This is an optimization exercise on Yosys and OpenROAD, whose aim is small area, not a production implementation. In this exercise RTL edits were held to simulation tests only and were not proved equivalent to the original. The clock port is modelled as an ideal driver; clocking choices that lean on that would not hold on a real chip. Power figures rest on the tool's default switching activity, not on a simulated workload.

==> flow/design.v <==
module MainLogic(
    clk_50M,rst,clear,start,stop,CounterFlag,ErrorFlag,LED,LED_InRuning,ScanCnt
);
input clk_50M,rst,clear,start,stop;
output reg [1:0]CounterFlag;
output reg ErrorFlag;
output wire LED;
output reg LED_InRuning;
output wire [4:0]ScanCnt;
localparam [13:0] HP_FIRST = 14'd3125;    
reg [4:0]Lo;
reg [13:0]Hp;
reg [4:0]Q;
wire hp_last = Hp[13] & Hp[10] & Hp[7] & Hp[4] & Hp[3] & Hp[2] & Hp[1];
wire hp_wrap = Hp[13] & Hp[9] & Hp[8] & Hp[7] & Hp[6] & Hp[5] & Hp[3] & Hp[2]
             & ~Hp[4] & ~Hp[1] & ~Hp[0];
wire q_last = Q[4] & ~Q[3] & ~Q[1] & ~Q[0];
reg [18:0]RandomNum;
reg clear_temp,start_temp,stop_temp;
reg [21:0]counter;
assign LED = CounterFlag[1];
assign ScanCnt = Lo;
wire clear_e = clear & ~clear_temp;
wire start_e = start & ~start_temp;
wire stop_e  = stop & ~stop_temp;
wire drawn = |RandomNum[18:16];
wire idle  = ~CounterFlag[1] & ~CounterFlag[0];
wire stopped = CounterFlag[0];
wire hit   = (counter == {3'b000, RandomNum});
wire early = (counter < {3'b000, RandomNum});
always @(posedge clk_50M) begin
    if (rst) begin
        Lo <= 5'd0;
        Hp <= HP_FIRST;
        Q <= 5'd0;
    end else begin
        Lo <= Lo + 5'd1;
        if (&Lo) begin
            if (q_last && hp_wrap) begin
                Hp <= HP_FIRST;
                Q <= 5'd0;
            end else if (hp_last) begin
                Hp <= HP_FIRST;
                Q <= {Q[3:0], ~(Q[4] ^ Q[0])};
            end else begin
                Hp <= Hp + 14'd1;
            end
        end
    end
end
always @(posedge clk_50M) begin
    if (start_e)
        RandomNum[15:0] <= {Hp[10:0], Lo};
end
always @(posedge clk_50M) begin
    if (rst) begin
        clear_temp <= 1'b0;
        start_temp <= 1'b0;
        stop_temp <= 1'b0;
        CounterFlag <= 2'b00;
        ErrorFlag <= 1'b0;
        LED_InRuning <= 1'b0;
        counter <= 22'b0;
        RandomNum[18:16] <= 3'b0;
    end else begin
        if (clear_e) begin
            CounterFlag <= 2'b00;
            ErrorFlag <= 1'b0;
            LED_InRuning <= 1'b0;
            counter <= 22'b0;
            RandomNum[18:16] <= 3'b0;
        end
        if (start_e) begin
            LED_InRuning <= 1'b1;
            RandomNum[18:16] <= Hp[13:11];
        end
        if (stop_e) begin
            CounterFlag <= 2'b01;
            LED_InRuning <= 1'b0;
        end
        if (drawn && idle) begin
            if (hit)
                CounterFlag <= 2'b10;
            else
                counter <= counter + 22'd1;
        end else if (drawn && stopped) begin
            ErrorFlag <= early;
        end
        clear_temp <= clear;
        start_temp <= start;
        stop_temp <= stop;
    end
end
endmodule
module Counter(
    clk_50M,rst,CounterFlag,CounterOut
);
input clk_50M,rst;
input [1:0]CounterFlag;
output reg [11:0]CounterOut;
reg [5:0]counter;
wire run = CounterFlag[1];
wire idle = ~CounterFlag[1] & ~CounterFlag[0];
wire tick = counter[5] & counter[2] & counter[1] & counter[0];
wire nine0 = CounterOut[3] & CounterOut[0];
wire nine1 = CounterOut[7] & CounterOut[4];
wire nine2 = CounterOut[11] & CounterOut[8];
always @(posedge clk_50M) begin
    if (run)
        counter <= tick ? 6'd0 : {counter[4:0], ~(counter[5] ^ counter[0])};
    else
        counter <= 6'd0;
end
always @(posedge clk_50M) begin
    if (rst || idle) begin
        CounterOut <= 12'b0;
    end else if (run && tick && !(nine0 && nine1 && nine2)) begin
        if (!nine0) begin
            CounterOut[3:0] <= CounterOut[3:0] + 4'd1;
        end else begin
            CounterOut[3:0] <= 4'd0;
            if (!nine1) begin
                CounterOut[7:4] <= CounterOut[7:4] + 4'd1;
            end else begin
                CounterOut[7:4] <= 4'd0;
                CounterOut[11:8] <= CounterOut[11:8] + 4'd1;
            end
        end
    end
end
endmodule
module DynamicScanTubes(clk_50M, rst, DataIn, ErrorFlag, ScanCnt, DIG, codeout);
    input clk_50M;
    input rst;
    input ErrorFlag;      
    input [11:0] DataIn;  
    input [4:0] ScanCnt;  
    output wire [7:0] DIG;
    output wire [6:0] codeout;
    reg [1:0] SEL;
    always @(posedge clk_50M) begin
        if (rst)
            SEL <= 2'b00;
        else if (ScanCnt == 5'd15)
            SEL <= {SEL[0], ~SEL[1] & ~SEL[0]};
    end
    wire [3:0] Y = SEL[1] ? DataIn[11:8] : (SEL[0] ? DataIn[7:4] : DataIn[3:0]);
    wire A = Y[3], B = Y[2], C = Y[1], D = Y[0];
    wire sa = A | C | (B & D) | (~B & ~D);
    wire sb = ~B | (~C & ~D) | (C & D);
    wire sc = B | ~C | D;
    wire sd = A | (~B & ~D) | (C & ~D) | (B & ~C & D) | (~B & C);
    wire se = (~B & ~D) | (C & ~D);
    wire sf = A | (~C & ~D) | (B & ~C) | (B & ~D);
    wire sg = A | (B & ~C) | (~B & C) | (C & ~D);
    assign codeout = ErrorFlag ? 7'b1111001 : {sg, sf, se, sd, sc, sb, sa};
    assign DIG = {5'b00000, SEL[1], SEL[0], ~SEL[1] & ~SEL[0]};
endmodule
module FinalDesign (
    clk_50M,rst,clear,start,stop,DIG,codeout,LED,LED_InRuning
);
input clk_50M,rst,clear,start,stop;
output wire[7:0] DIG;
output wire[6:0] codeout;
output wire LED;
output wire LED_InRuning;
wire [11:0]CounterOut_wire;
wire [1:0]CounterFlag_wire;
wire ErrorFlag_wire;
wire [4:0]ScanCnt_wire;
MainLogic ML(
    .clk_50M(clk_50M),
    .rst(rst),
    .clear(clear),
    .start(start),
    .stop(stop),
    .CounterFlag(CounterFlag_wire),
    .ErrorFlag(ErrorFlag_wire),
    .LED(LED),
    .LED_InRuning(LED_InRuning),
    .ScanCnt(ScanCnt_wire)
);
Counter C(
    .clk_50M(clk_50M),
    .rst(rst),
    .CounterFlag(CounterFlag_wire),
    .CounterOut(CounterOut_wire)
);
DynamicScanTubes DST(
    .clk_50M(clk_50M),
    .rst(rst),
    .DataIn(CounterOut_wire),
    .ErrorFlag(ErrorFlag_wire),
    .ScanCnt(ScanCnt_wire),
    .DIG(DIG),
    .codeout(codeout)
);
endmodule
Settings: LEC_CHECK=0, CAP_MARGIN=20, CORE_MARGIN=2, CORE_UTILIZATION=60, GPL_TIMING_DRIVEN=0, PLACE_DENSITY=0.75, SLEW_MARGIN=20; clock period 25.0 ns.
standard.sh (not shown) runs the stock make flow with config.mk's settings and CLKGATE_MAP_FILE= SYNTH_SCRIPT=/design/flow/synth_recipe.tcl, a recipe that flattens the netlist after the stock synthesis.
==> flow/flow/run.sh <==
#!/bin/bash
# The standard ORFS layout (standard.sh), with these changes:
# - synthesis maps logic with an area-oriented ABC script and without ORFS's
#   half/full-adder cells (registers are mapped as in the standard synthesis)
# - port buffers are buf_1
# - the clock tree uses clkbuf_8 and no dummy loads; after CTS its buffers are
#   downsized while the flip-flop clock-pin slew stays under 115 ps (estimate)
# - one tie cell drives all the constant outputs
# Each tool's output goes to the ORFS logs under orfs/logs; make's output to standard.log.
set -euo pipefail
here=$(pwd)
export MY_ABC_SCRIPT=$here/flow/area.abc
export CLK_SLEW_TARGET_PS=115
bash standard.sh \
  SYNTH_SCRIPT=$here/flow/synth.tcl \
  ADDER_MAP_FILE= \
  REMOVE_ABC_BUFFERS=1 \
  SKIP_REPAIR_TIE_FANOUT=1 \
  BUFFER_PORTS_ARGS="-buffer_cell sky130_fd_sc_hd__buf_1" \
  CTS_ARGS="-sink_clustering_enable -repair_clock_nets -dont_use_dummy_load -buf_list sky130_fd_sc_hd__clkbuf_8" \
  POST_CTS_TCL=$here/flow/post_cts.tcl \
  finish > standard.log 2>&1
==> flow/flow/area.abc <==
strash; dc2; dc2; strash; &get -n; &dch -f; &nf -R 1000; &put; strash; dc2; strash; &get -n; &dch -f; &nf -R 1000; &put; strash; dc2; strash; &get -n; &dch -f; &nf -R 1000; &put;
==> flow/flow/post_cts.tcl <==
# Downsize clock-tree buffers while every flip-flop clock pin keeps a slew
# (placement estimate) below the target, leaves first, then the root.
proc clk_pin_slew_max {} {
  worst_slack -max
  set mx 0
  foreach pin [all_registers -clock_pins -edge_triggered] {
    foreach e {rise fall} {
      foreach an {min max} {
        set s [sta::time_ui_sta [get_property $pin slew_${an}_$e]]
        if {$s > $mx} { set mx $s }
      }
    }
  }
  return $mx
}
set clk_slew_target [expr {([info exists ::env(CLK_SLEW_TARGET_PS)] ? $::env(CLK_SLEW_TARGET_PS) : 100) * 1e-12}]
estimate_parasitics -placement
set before [clk_pin_slew_max]
puts "clock slew before downsizing: [expr {$before * 1e12}] ps"
if {$before > $clk_slew_target} { set clk_slew_target $before }
set bufs [get_cells -filter "ref_name=~sky130_fd_sc_hd__clkbuf_*"]
set leaves {}
set roots {}
foreach b $bufs {
  if {![string match "clkbuf_*" [get_name $b]]} { continue }
  if {[string match "clkbuf_0_*" [get_name $b]]} { lappend roots $b } else { lappend leaves $b }
}
foreach b [concat $leaves $roots] {
  set orig [get_property $b ref_name]
  foreach size {1 2 4 8 16} {
    set cell sky130_fd_sc_hd__clkbuf_$size
    if {$cell eq $orig} { break }
    replace_cell $b $cell
    estimate_parasitics -placement
    if {[clk_pin_slew_max] <= $clk_slew_target} { break }
    replace_cell $b $orig
  }
  puts "clock buffer [get_name $b]: $orig -> [get_property $b ref_name]"
}
puts "clock slew after downsizing: [expr {[clk_pin_slew_max] * 1e12}] ps"
==> flow/flow/synth.tcl <==
# synth_recipe.tcl with an area-oriented ABC script in place of ORFS's speed script.
# Registers are mapped exactly as in the standard synthesis; only the
# combinational mapping differs.
proc synth {args} { yosys synth -nofsm -noshare {*}$args }
proc abc {args} {
  set i [lsearch -exact $args -script]
  if {$i >= 0} { set args [lreplace $args $i [expr {$i + 1}] -script $::env(MY_ABC_SCRIPT)] }
  yosys abc {*}$args
}
source $::env(SCRIPTS_DIR)/synth.tcl
# left out here: clear keep_hierarchy, flatten, clean up, hide names made inside functions, write 1_2_yosys.v
The first run went through all stages and came out clean.
Then changed:
==> flow/flow/run.sh (replaced) <==
#!/bin/bash
# The standard ORFS layout (standard.sh), with these changes:
# - synthesis maps logic with an area-oriented ABC script and without ORFS's
#   half/full-adder cells (registers are mapped as in the standard synthesis)
# - port buffers are buf_1
# - the clock tree uses clkbuf_8 and no dummy loads
# Each tool's output goes to the ORFS logs under orfs/logs; make's output to standard.log.
set -euo pipefail
here=$(pwd)
export MY_ABC_SCRIPT=$here/flow/area.abc
bash standard.sh \
  SYNTH_SCRIPT=$here/flow/synth.tcl \
  ADDER_MAP_FILE= \
  REMOVE_ABC_BUFFERS=1 \
  BUFFER_PORTS_ARGS="-buffer_cell sky130_fd_sc_hd__buf_1" \
  CTS_ARGS="-sink_clustering_enable -repair_clock_nets -dont_use_dummy_load -buf_list sky130_fd_sc_hd__clkbuf_8" \
  finish > standard.log 2>&1
removed: flow/flow/post_cts.tcl
Effect:
- The new run produced a clean layout
- sequential power barely changes
- design area increases by 1.2%
- via count is about the same
- routed wire length drops by 1.7%
- first-iteration DRC count fell by 26%
- worst setup slack gains 150 ps
- count of clock-buffer cells in the layout is unchanged
- total power came out higher by 4.0%
- fmax rose by 2.1%
Then changed:
==> flow/flow/run.sh (replaced) <==
#!/bin/bash
# Standard ORFS layout with smaller port buffers and a clock tree without dummy loads.
bash standard.sh \
  BUFFER_PORTS_ARGS="-buffer_cell sky130_fd_sc_hd__buf_1" \
  CTS_ARGS="-sink_clustering_enable -repair_clock_nets -dont_use_dummy_load -buf_list sky130_fd_sc_hd__clkbuf_8" \
  finish > standard.log 2>&1
CORE_UTILIZATION = 40   (was 60)
GPL_TIMING_DRIVEN = default   (was 0)
PLACE_DENSITY = default   (was 0.75)
removed: flow/flow/area.abc
removed: flow/flow/synth.tcl
After rerunning: The new run went through all stages and came out clean; total power grows by 1.3%; sequential power is about the same; final area increases by 20%; critical path depth shrinks by 2; synthesized area came out higher by 21%; hold slack gains 33 ps; count of clock-buffer cells in the layout does not change; clock power rises by 3.2%; fmax barely changes; die area climbs by 78%.
Then changed:
==> flow/run.sh (new file) <==
#!/bin/bash
# synth_recipe.tcl (not shown) runs the flow's synth.tcl, then flattens the netlist and writes it again
# the make line also repeats each setting of config.mk as NAME=value (left out here)
make -C /OpenROAD-flow-scripts/flow DESIGN_CONFIG=/design/flow/config.mk WORK_HOME=/design/flow/orfs CLKGATE_MAP_FILE= SYNTH_SCRIPT=/design/flow/synth_recipe.tcl finish
CORE_UTILIZATION = 70   (was 40)
PLACE_DENSITY = 0.85   (was default)
removed: flow/flow/run.sh
removed: flow/standard.sh
The new run passed the timing, DRC and antenna checks.
Final area grows by 1.3%.
Count of clock-buffer cells in the layout went up by 1.
Routed wire length is higher by 5.2%.
Global-route usage is higher by 12 points.
Hold slack is better by 15 ps.
Fmax fell by 6.2%.
First-iteration DRC count drops by 0.83%.

[port drivers added, routing unchanged]
How much do the figures lean on ideal ports? The routed layouts below were timed once more, with nothing changed but the port constraints.
Step 1 assumes that a clkbuf_16 drives the clock port and a buf_2 every other input.
Step 2 also shifts input and output timing later by t, the mid clock arrival at the registers, as if the neighbouring blocks saw the same clock.
Slacks: ideal / step 1 / step 2; pairs: ideal / step 1.
| run | t, ns | setup WS [ns] | worst setup path at the end |
|---|---|---|---|
| the first run | 0.540 | 17.468 / 17.442 / 17.982 | register to output |
| the second run | 0.376 | 17.623 / 17.591 / 17.967 | register to output |
| the third run | 0.382 | 17.612 / 17.579 / 17.961 | register to output |
| the fourth run | 0.387 | 17.120 / 17.090 / 17.477 | register to output |
After both steps every run listed still meets setup and hold.
